What follows belongs to an exercise in optimizing a design on an open flow for small area; a production flow would make more cautious choices.
In this exercise RTL edits were held to simulation tests only and were not proved equivalent to the original.
Power and IR drop assume default switching activity.

north:
// memGame_Top
module memGame_Top(Clk, Rst, game_b, p1_b, p1_inputNum, seqDisp, p1Disp, pointDisp, r_LED, g_LED);
  input Clk, Rst, game_b, p1_b;
  input [3:0] p1_inputNum;
  output [17:0] r_LED;
  output [3:0] g_LED;
  output [6:0] seqDisp, p1Disp, pointDisp;
  localparam [3:0] S_Init = 4'd0, S_Init0 = 4'd1, S_GetNum = 4'd2, S_Shift = 4'd3,
                   S_Stage1 = 4'd4, S_Mod = 4'd5, S_Generate = 4'd6, S_Add = 4'd7,
                   S_WaitForPush = 4'd8, S_InputSeq = 4'd9, S_Verify = 4'd10;
  localparam [31:0] C1 = 32'b01110010100111010100101001011110;
  localparam [31:0] C2 = 32'b01101111001100100001100011001011;
  localparam [31:0] C3 = 32'b10101001010010110111000010011110;
  localparam [31:0] C4 = 32'b01100100001100011001001101111011;
  reg gw, gp, pw, pp;
  always @(posedge Clk) begin
    gw <= Rst & ~game_b & ~gp;
    gp <= Rst & gw & game_b;
    pw <= Rst & ~p1_b & ~pp;
    pp <= Rst & pw & p1_b;
  end
  wire gameButton = gp;
  wire pButton = pp;
  reg [3:0] randNum;
  always @(posedge Clk)
    if (!Rst) randNum <= 4'd0;
  ...
Size in the first run: about 1,200 cells after synthesis, about 92 flip-flops, about 8000 sq um of cells after synthesis.
==> flow/config.mk <==
export PLATFORM = sky130hd
export DESIGN_NAME = memGame_Top
export DESIGN_NICKNAME = memGame_Top
export VERILOG_FILES = /design/flow/design.v
export SDC_FILE = /design/flow/constraint.sdc
export NUM_CORES = 4
export LEC_CHECK = 0
export ABC_AREA = 1
export CAP_MARGIN = 20
export CORE_MARGIN = 2
export CORE_UTILIZATION = 40
export SLEW_MARGIN = 20
==> flow/constraint.sdc <==
create_clock -name core_clock -period 20.0 [get_ports {Clk}]
set_input_delay 4.0000 -clock core_clock [delete_from_list [all_inputs] [get_ports {Clk}]]
set_output_delay 4.0000 -clock core_clock [all_outputs]
set_load 0.01 [all_outputs]
run.sh (not shown) runs the stock make flow with config.mk's settings and CLKGATE_MAP_FILE= SYNTH_SCRIPT=/design/flow/synth_recipe.tcl, a recipe that flattens the netlist after the stock synthesis.
The flow did not stop early for north: all stages ran, and the layout cleared the timing, DRC and antenna checks.
[inputs] west vs north
==> flow/flow/run.sh (new file) <==
#!/bin/bash
# Own layout flow: the standard synthesis, then its combinational logic re-mapped with a
# stronger, area-oriented ABC script (flip-flops are left exactly as synthesis made them), then
# the standard layout steps, with the port buffers made with the smallest buffer cell.
set -euo pipefail
W=$(pwd)
R=$W/orfs/results/$FLOW_PLATFORM/memGame_Top/base
F=$W/flow
YOSYS=$(command -v yosys || echo "$FLOW_HOME/../tools/install/yosys/bin/yosys")
PDK=$FLOW_HOME/platforms/$FLOW_PLATFORM

# 1. standard synthesis
bash standard.sh synth > "$W/run_synth.log" 2>&1

# 2. re-map the combinational logic
cp "$R/1_2_yosys.v" "$W/1_2_yosys_standard.v"
export REOPT_LIB=$PDK/lib/sky130_fd_sc_hd__tt_025C_1v80.lib
export REOPT_DONT_USE="$(sed -n '/^export DONT_USE_CELLS/,/^$/p' "$PDK/config.mk" | grep -o 'sky130_fd_sc_hd__[a-z0-9_]*' | tr '\n' ' ')"
export REOPT_IN=$W/1_2_yosys_standard.v
export REOPT_OUT=$W/1_2_yosys_reopt.v
export REOPT_ABC=$F/area.abc
"$YOSYS" -c "$F/reopt.tcl" > "$W/run_reopt.log" 2>&1
cp "$REOPT_OUT" "$R/1_2_yosys.v"
rm -f "$R/1_synth.odb" "$R/1_synth.sdc"

# 3. standard layout from the re-mapped netlist
export BUFFER_PORTS_ARGS="-buffer_cell sky130_fd_sc_hd__buf_1"
bash standard.sh > "$W/run_layout.log" 2>&1
==> flow/flow/area.abc (new file) <==
strash
&get -n
&deepsyn -T 30
&put
dch -f
amap
topo
==> flow/flow/reopt.tcl (new file) <==
# Re-map the combinational logic of the standard synthesis netlist with a stronger ABC script.
# Flip-flops stay as they are: same instances, names and cell types.
yosys -import
set lib $::env(REOPT_LIB)
set dont_use {}
foreach c $::env(REOPT_DONT_USE) { lappend dont_use -dont_use $c }
read_liberty -overwrite -setattr liberty_cell -ignore_miss_func $lib
read_verilog $::env(REOPT_IN)
hierarchy -top memGame_Top
blackbox sky130_fd_sc_hd__*df* sky130_fd_sc_hd__*dl* sky130_fd_sc_hd__conb_*
flatten
opt_clean -purge
tee -o $::env(REOPT_OUT).before.txt stat
abc -script $::env(REOPT_ABC) -liberty $lib {*}$dont_use
read_liberty -lib -overwrite $lib
opt_clean -purge
setundef -zero
splitnets
opt_clean -purge
hilomap -singleton -hicell sky130_fd_sc_hd__conb_1 HI -locell sky130_fd_sc_hd__conb_1 LO
insbuf -buf sky130_fd_sc_hd__buf_1 A X
tee -o $::env(REOPT_OUT).stat.txt stat -liberty $lib
check -assert -mapped
write_verilog -noattr -nohex -nodec $::env(REOPT_OUT)
==> flow/standard.sh (new file) <==
#!/bin/bash
# synth_recipe.tcl (not shown) runs the flow's synth.tcl, then flattens the netlist and writes it again
# the make line also repeats each setting of config.mk as NAME=value (left out here)
make -C /OpenROAD-flow-scripts/flow DESIGN_CONFIG=/design/flow/config.mk WORK_HOME=/design/flow/orfs CLKGATE_MAP_FILE= SYNTH_SCRIPT=/design/flow/synth_recipe.tcl "${@:-finish}"
removed: flow/run.sh
Findings:
- Going from north to west, the slew at the pin closest to its max-slew limit was found to have gone down by 0.089 ns.
- Compared to north, west has multi-input combinational area share 6.0 points lower.
- Against north, west comes in 2 lower on clock buffer count.
- north -> west: number of violations of the max-capacitance limit delta 0, exact match
- The estimated power of west ends up lower than the estimate for north.
- Between west and north, it is west whose width of the chip is lower, by 13%.
- west vs north: utilization down in west
- Cell with the largest stage delay on the worst path = o32ai_1: west; cell with the largest stage delay on the worst path = clkdlybuf4s50_1: north
- Compared with north, west shows a row count that is about 14% lower.
- In the reports for north and west, the smaller sequential share of layout area belongs to north.
- Against north, global-route wire length before repair in west fell by more than 10%.
- In terms of count of inserted antenna diode cells, north and west differ only marginally.

separate check: timing with driven ports:
The flow's constraints put no driver on any port. The routed layouts listed below were extracted and timed again, unchanged, in two steps. Step 1 assumes that a clkbuf_16 drives the clock port and a buf_2 every other input. Step 2 adds t to the input delays and takes it off the output delays; t is the mean of the earliest and latest rising clock arrival at the registers after step 1. Input paths then give back, and output paths get back, about the clock's delay inside the block. Slacks: ideal ports / drivers / drivers and shift; pairs: ideal ports / drivers.
run | t (ns) | slack for setup (ns) | worst hold slack (ns) | slew at the worst register clock pin (ns) | pins driven straight from the clock port
north | 0.387 | 12.654 / 12.614 / 13.001 | 0.421 / 0.421 / 0.421 | 0.07 / 0.07 | 1
west | 0.387 | 12.315 / 12.315 / 12.315 | 0.432 / 0.432 / 0.432 | 0.07 / 0.07 | 1
After both steps every run listed still meets setup and hold.
